Context: an optimization exercise on an open-source flow, tuned for small area. The choices shown serve that exercise and are no tape-out recipe. In this exercise RTL edits were held to simulation tests only and were not proved equivalent to the original. No activity file was given, so power comes from the tool's default toggle rates.

## ember
## top_module
module top_module(
    input clk,
    rst,
    floor_0_p,
    floor_1_p,
    floor_2_p,
    floor_3_p,
    floor_4_p,
    direction_1,
    direction_2,
    direction_3,
    floor_0_d,
    floor_1_d,
    floor_2_d,
    floor_3_d,
    floor_4_d,
    output led_inside_0,
    led_inside_1,
    led_inside_2,
    led_inside_3,
    led_inside_4,
    led_outside_0,
    led_outside_1,
    led_outside_2,
    led_outside_3,
    led_outside_4,
    led_busy,
    a_out,b_out,c_out,d_out,e_out,f_out,g_out,p_out,
    output [7:0] an
);
    wire tick;
    wire load = rst & tick;
    wire hold = rst & ~tick;
    wire p0, p1, p2, p3, p4;
    wire [4:0] li, lo;
    wire [1:0] sd;
    wire [2:0] dfloor;
    wire after_tick;
    clk_divider divider(.clk_in(clk), .rst(rst), .tick(tick), .after_tick(after_tick));
    debouncer pb0(.clk(clk), .load(load), .hold(hold), .noisy_in(floor_0_p), .clean_out(p0));
    debouncer pb1(.clk(clk), .load(load), .hold(hold), .noisy_in(floor_1_p), .clean_out(p1));
    debouncer pb2(.clk(clk), .load(load), .hold(hold), .noisy_in(floor_2_p), .clean_out(p2));
    debouncer pb3(.clk(clk), .load(load), .hold(hold), .noisy_in(floor_3_p), .clean_out(p3));
    debouncer pb4(.clk(clk), .load(load), .hold(hold), .noisy_in(floor_4_p), .clean_out(p4));
    elevator elev(
        .clk(clk), .tick(tick), .after_tick(after_tick), .rst(rst), .load(load), .hold(hold),
        .floor_0_p(p0), .floor_1_p(p1), .floor_2_p(p2), .floor_3_p(p3), .floor_4_p(p4),
        .direction_1(direction_1), .direction_2(direction_2), .direction_3(direction_3),
        .floor_0_d(floor_0_d), .floor_1_d(floor_1_d), .floor_2_d(floor_2_d),
        .floor_3_d(floor_3_d), .floor_4_d(floor_4_d),
        .led_inside(li), .led_outside(lo), .led_busy(led_busy),
        .sd(sd), .dfloor(dfloor));
  ...
Size: about 350 cells after synthesis, ~42 I/O pins, roughly 0.0028 mm² of cells after synthesis.
Settings: LEC_CHECK=0, ABC_AREA=1, CAP_MARGIN=20, CORE_MARGIN=2, CORE_UTILIZATION=60, CTS_BUF_LIST=sky130_fd_sc_hd__clkbuf_4, SLEW_MARGIN=20; clock period 10.0 ns.
standard.sh (not shown) runs the stock make flow with config.mk's settings and CLKGATE_MAP_FILE= SYNTH_SCRIPT=/design/flow/synth_recipe.tcl, a recipe that flattens the netlist after the stock synthesis.
==> flow/flow/run.sh <==
#!/bin/bash
# The standard layout (bash standard.sh) with changes that only save cell
# area:
#  - synthesis is the standard flow's own (synth_recipe.tcl, unchanged), except that ABC
#    maps the logic with an area-oriented script (flow/area.abc) instead of
#    ORFS's, which buffers and upsizes for a 10 ps clock, and that no half
#    or full adder cells are extracted before ABC (ADDER_MAP_FILE empty), so
#    ABC maps that logic too;
#  - the port buffers are the smallest buffer cell;
#  - the clock tree gets no dummy load cells at its leaves.
set -euo pipefail
here=$(pwd)
export AREA_ABC_SCRIPT="$here/flow/area.abc"
# synth_recipe.tcl with an abc wrapper after its first line (the synth wrapper)
{
  head -n 1 synth_recipe.tcl
  cat <<'TCL'
proc abc {args} {
  set i [lsearch -exact $args -script]
  if {$i >= 0 && [regexp {abc_(area|speed)\.script$} [lindex $args [expr {$i + 1}]]]} {
    set args [lreplace $args $i [expr {$i + 1}] -script $::env(AREA_ABC_SCRIPT)]
    puts "area ABC script: $::env(AREA_ABC_SCRIPT)"
  }
  yosys abc {*}$args
}
TCL
  tail -n +2 synth_recipe.tcl
} > area_synth.tcl
export BUFFER_PORTS_ARGS="-buffer_cell sky130_fd_sc_hd__buf_1"
export CTS_ARGS="-sink_clustering_enable -repair_clock_nets -dont_use_dummy_load -sink_clustering_size 20 -sink_clustering_max_diameter 200 -buf_list sky130_fd_sc_hd__clkbuf_8"
bash standard.sh SYNTH_SCRIPT="$here/area_synth.tcl" ADDER_MAP_FILE= finish > standard.log 2>&1
==> flow/flow/area.abc <==
strash
&get -n
&st
&dch -f
&nf -a -R 1000
&put
strash
&get -n
&st
&dch -f
&nf -a -R 1000
&put
strash
&get -n
&st
&dch -f
&nf -a -R 1000
&put
strash
&get -n
&st
&dch -f
&nf -a -R 1000
&put
topo
dnsize
## Diff of input files: garnet against ember
--- a/flow/flow/run.sh
+++ b/flow/flow/run.sh
@@ -4,3 +4,4 @@
 #  - synthesis is the standard flow's own (synth_recipe.tcl, unchanged), except that ABC
-#    maps the logic with an area-oriented script (flow/area.abc) instead of
+#    maps the logic with an area-oriented script (flow/area.abc: AIG
+#    resynthesis with &deepsyn, then area mapping with &nf) instead of
 #    ORFS's, which buffers and upsizes for a 10 ps clock, and that no half
@@ -29,3 +30,3 @@
 export BUFFER_PORTS_ARGS="-buffer_cell sky130_fd_sc_hd__buf_1"
-export CTS_ARGS="-sink_clustering_enable -repair_clock_nets -dont_use_dummy_load -sink_clustering_size 20 -sink_clustering_max_diameter 200 -buf_list sky130_fd_sc_hd__clkbuf_8"
+export CTS_ARGS="-sink_clustering_enable -repair_clock_nets -dont_use_dummy_load -buf_list sky130_fd_sc_hd__clkbuf_4"
 bash standard.sh SYNTH_SCRIPT="$here/area_synth.tcl" ADDER_MAP_FILE= finish > standard.log 2>&1
==> flow/flow/area.abc <==
strash
&get -n
&deepsyn -J 200 -T 900
&put
strash
&get -n
&st
&dch -f
&nf -a -R 1000
&put
topo
dnsize
### Flow results
Per the comparison of garnet with ember, worst hold slack has decreased; maximum frequency fell 4.2%; area after synthesis now sits lower.
Relative to ember, the count of non-CTS inverters in the layout of garnet is lower by 3.
Number of design-rule violations left by the first detailed-router iteration (higher): ember
Delta (garnet minus ember): worst reg2reg path depth up 1; power down 12%.
Relative to ember, garnet improves power of the clock network.
What amber does differently from garnet at the input level:
--- a/flow/flow/run.sh
+++ b/flow/flow/run.sh
@@ -4,4 +4,3 @@
 #  - synthesis is the standard flow's own (synth_recipe.tcl, unchanged), except that ABC
-#    maps the logic with an area-oriented script (flow/area.abc: AIG
-#    resynthesis with &deepsyn, then area mapping with &nf) instead of
+#    maps the logic with an area-oriented script (flow/area.abc) instead of
 #    ORFS's, which buffers and upsizes for a 10 ps clock, and that no half
@@ -30,3 +29,3 @@
 export BUFFER_PORTS_ARGS="-buffer_cell sky130_fd_sc_hd__buf_1"
-export CTS_ARGS="-sink_clustering_enable -repair_clock_nets -dont_use_dummy_load -buf_list sky130_fd_sc_hd__clkbuf_4"
+export CTS_ARGS="-sink_clustering_enable -repair_clock_nets -dont_use_dummy_load -buf_list {sky130_fd_sc_hd__clkbuf_2 sky130_fd_sc_hd__clkbuf_4}"
 bash standard.sh SYNTH_SCRIPT="$here/area_synth.tcl" ADDER_MAP_FILE= finish > standard.log 2>&1
==> flow/flow/area.abc <==
strash
&get -n
&st
&dch -f
&nf -a -R 1000
&put
strash
&get -n
&st
&dch -f
&nf -a -R 1000
&put
strash
&get -n
&st
&dch -f
&nf -a -R 1000
&put
strash
&get -n
&st
&dch -f
&nf -a -R 1000
&put
topo
dnsize
Results
- Both conditions hold for amber: the flow ran to the end and the final layout passed the timing, design-rule and antenna checks.
- | layout inverter count without the clock tree | amber vs garnet | 3 higher |
- Taking garnet as the reference, in amber met3 usage down 1.4 points, number of rows in the core area flat, post-synthesis instance area up 1.1%, layout sequential cell count flat.
- Reported for garnet and amber, clock buffer instance count of the final layout turned out identical to the last digit.
- Final cell area: amber above garnet
- Going from garnet to amber, non-clock buffer count has decreased; shortest period the worst path allows has decreased; part of the total power dissipated in combinational logic has increased.
The following lists how onyx was set up differently from amber:
==> flow/flow/run.sh <==
#!/bin/bash
# The standard layout (bash standard.sh) with three changes that only save
# cell area:
#  - synthesis is the standard flow's own (synth_recipe.tcl, unchanged), except that
#    ABC maps the logic with an area-oriented script (flow/area.abc)
#    instead of ORFS's, which buffers and upsizes for a 10 ps clock;
#  - the port buffers are the smallest buffer cell;
#  - the clock tree gets no dummy load cells at its leaves.
set -euo pipefail
here=$(pwd)
export AREA_ABC_SCRIPT="$here/flow/area.abc"
# synth_recipe.tcl with an abc wrapper after its first line (the synth wrapper)
{
  head -n 1 synth_recipe.tcl
  cat <<'TCL'
proc abc {args} {
  set i [lsearch -exact $args -script]
  if {$i >= 0 && [regexp {abc_(area|speed)\.script$} [lindex $args [expr {$i + 1}]]]} {
    set args [lreplace $args $i [expr {$i + 1}] -script $::env(AREA_ABC_SCRIPT)]
    puts "area ABC script: $::env(AREA_ABC_SCRIPT)"
  }
  yosys abc {*}$args
}
TCL
  tail -n +2 synth_recipe.tcl
} > area_synth.tcl
export BUFFER_PORTS_ARGS="-buffer_cell sky130_fd_sc_hd__buf_1"
export CTS_ARGS="-sink_clustering_enable -repair_clock_nets -dont_use_dummy_load -buf_list sky130_fd_sc_hd__clkbuf_4"
bash standard.sh SYNTH_SCRIPT="$here/area_synth.tcl" ADDER_MAP_FILE= finish > standard.log 2>&1
--- outcome ---
As far as number of maximum-capacitance constraint violations goes, onyx and amber are indistinguishable; the numbers are identical. Sequential cell count of the final layout delta (amber -> onyx): insignificant. Comparing amber against onyx, there is no change at all in global routing met3 resource utilization. Looking at amber and onyx, the die area is a wash. Routed wire length on met3 came out exactly the same in amber and onyx. amber -> onyx: cell area delta 0, exact match. Reported for amber and onyx, first-pass GRT wire length turned out identical to the last digit. From amber to onyx, register share of the cell area did not move at all. Comparing onyx against amber, there is no change at all in last weighted congestion value of the routability-driven placer.
[inputs] zinc vs onyx
--- a/flow/flow/run.sh
+++ b/flow/flow/run.sh
@@ -1,7 +1,9 @@
 #!/bin/bash
-# The standard layout (bash standard.sh) with three changes that only save
-# cell area:
-#  - synthesis is the standard flow's own (synth_recipe.tcl, unchanged), except that
-#    ABC maps the logic with an area-oriented script (flow/area.abc)
-#    instead of ORFS's, which buffers and upsizes for a 10 ps clock;
+# The standard layout (bash standard.sh) with changes that only save cell
+# area:
+#  - synthesis is the standard flow's own (synth_recipe.tcl, unchanged), except that ABC
+#    maps the logic with an area-oriented script (flow/area.abc) instead of
+#    ORFS's, which buffers and upsizes for a 10 ps clock, and that no half
+#    or full adder cells are extracted before ABC (ADDER_MAP_FILE empty), so
+#    ABC maps that logic too;
 #  - the port buffers are the smallest buffer cell;
@@ -27,3 +29,3 @@
 export BUFFER_PORTS_ARGS="-buffer_cell sky130_fd_sc_hd__buf_1"
-export CTS_ARGS="-sink_clustering_enable -repair_clock_nets -dont_use_dummy_load -buf_list sky130_fd_sc_hd__clkbuf_4"
+export CTS_ARGS="-sink_clustering_enable -repair_clock_nets -dont_use_dummy_load -sink_clustering_size 12 -sink_clustering_max_diameter 60 -buf_list sky130_fd_sc_hd__clkbuf_4"
 bash standard.sh SYNTH_SCRIPT="$here/area_synth.tcl" ADDER_MAP_FILE= finish > standard.log 2>&1
==> comparison <==
Going from onyx to zinc, clock network power share held; cell area neither gained nor lost much; maximum single-stage delay on the critical path now sits at about the same level.
Changes in quartz relative to zinc:
--- a/flow/flow/run.sh
+++ b/flow/flow/run.sh
@@ -29,3 +29,3 @@
 export BUFFER_PORTS_ARGS="-buffer_cell sky130_fd_sc_hd__buf_1"
-export CTS_ARGS="-sink_clustering_enable -repair_clock_nets -dont_use_dummy_load -sink_clustering_size 12 -sink_clustering_max_diameter 60 -buf_list sky130_fd_sc_hd__clkbuf_4"
+export CTS_ARGS="-sink_clustering_enable -repair_clock_nets -dont_use_dummy_load -buf_list sky130_fd_sc_hd__clkbuf_4"
 bash standard.sh SYNTH_SCRIPT="$here/area_synth.tcl" ADDER_MAP_FILE= finish > standard.log 2>&1
## What came out
- All of quartz and zinc finish clean.
- Final core utilization: quartz vs zinc — no meaningful difference
- The global-route usage of quartz and that of zinc are within noise of each other.
- Area used by sequential logic in the layout: zinc vs quartz — no meaningful difference
- From zinc to quartz, share of the clock period used by the worst path did not move at all.
- Going from zinc to quartz, clock-pin slew reported for the worst setup and hold paths after clock tree synthesis did not really move; final worst-path setup slack did not really move; total wire length after detailed routing did not really move; sequential cell area share did not really move.

==> port drivers added, routing unchanged <==
The results above use ideal ports. As a check the final layouts listed here were re-extracted and re-timed, cells and wires unchanged.
Step 1: set_driving_cell puts a clkbuf_16 on clk and a buf_2 on each other input, an assumption about the parent block.
Step 2 adds t to the input delays and takes it off the output delays; t is the mean of the earliest and latest rising clock arrival at the registers after step 1. Input paths then give back, and output paths get back, about the clock's delay inside the block.
Slacks: ideal / step 1 / step 2; pairs: ideal / step 1.
| run | shift t [ns] | slack for setup (ns) | worst setup path at the end | slew at the worst register clock pin (ns) | cell pins on the clock port's net |
|---|---|---|---|---|---|
| ember | 0.356 | 5.288 / 5.259 / 5.466 | input to register | 0.07 / 0.07 | 1 |
| garnet | 0.411 | 5.084 / 5.059 / 5.470 | register to output | 0.10 / 0.10 | 1 |
| amber | 0.415 | 5.249 / 5.223 / 5.473 | input to register | 0.10 / 0.10 | 1 |
| onyx | 0.415 | 5.249 / 5.223 / 5.473 | input to register | 0.10 / 0.10 | 1 |
| zinc | 0.415 | 5.249 / 5.223 / 5.473 | input to register | 0.10 / 0.10 | 1 |
| quartz | 0.415 | 5.249 / 5.223 / 5.473 | input to register | 0.10 / 0.10 | 1 |
After both steps every run listed still meets setup and hold.
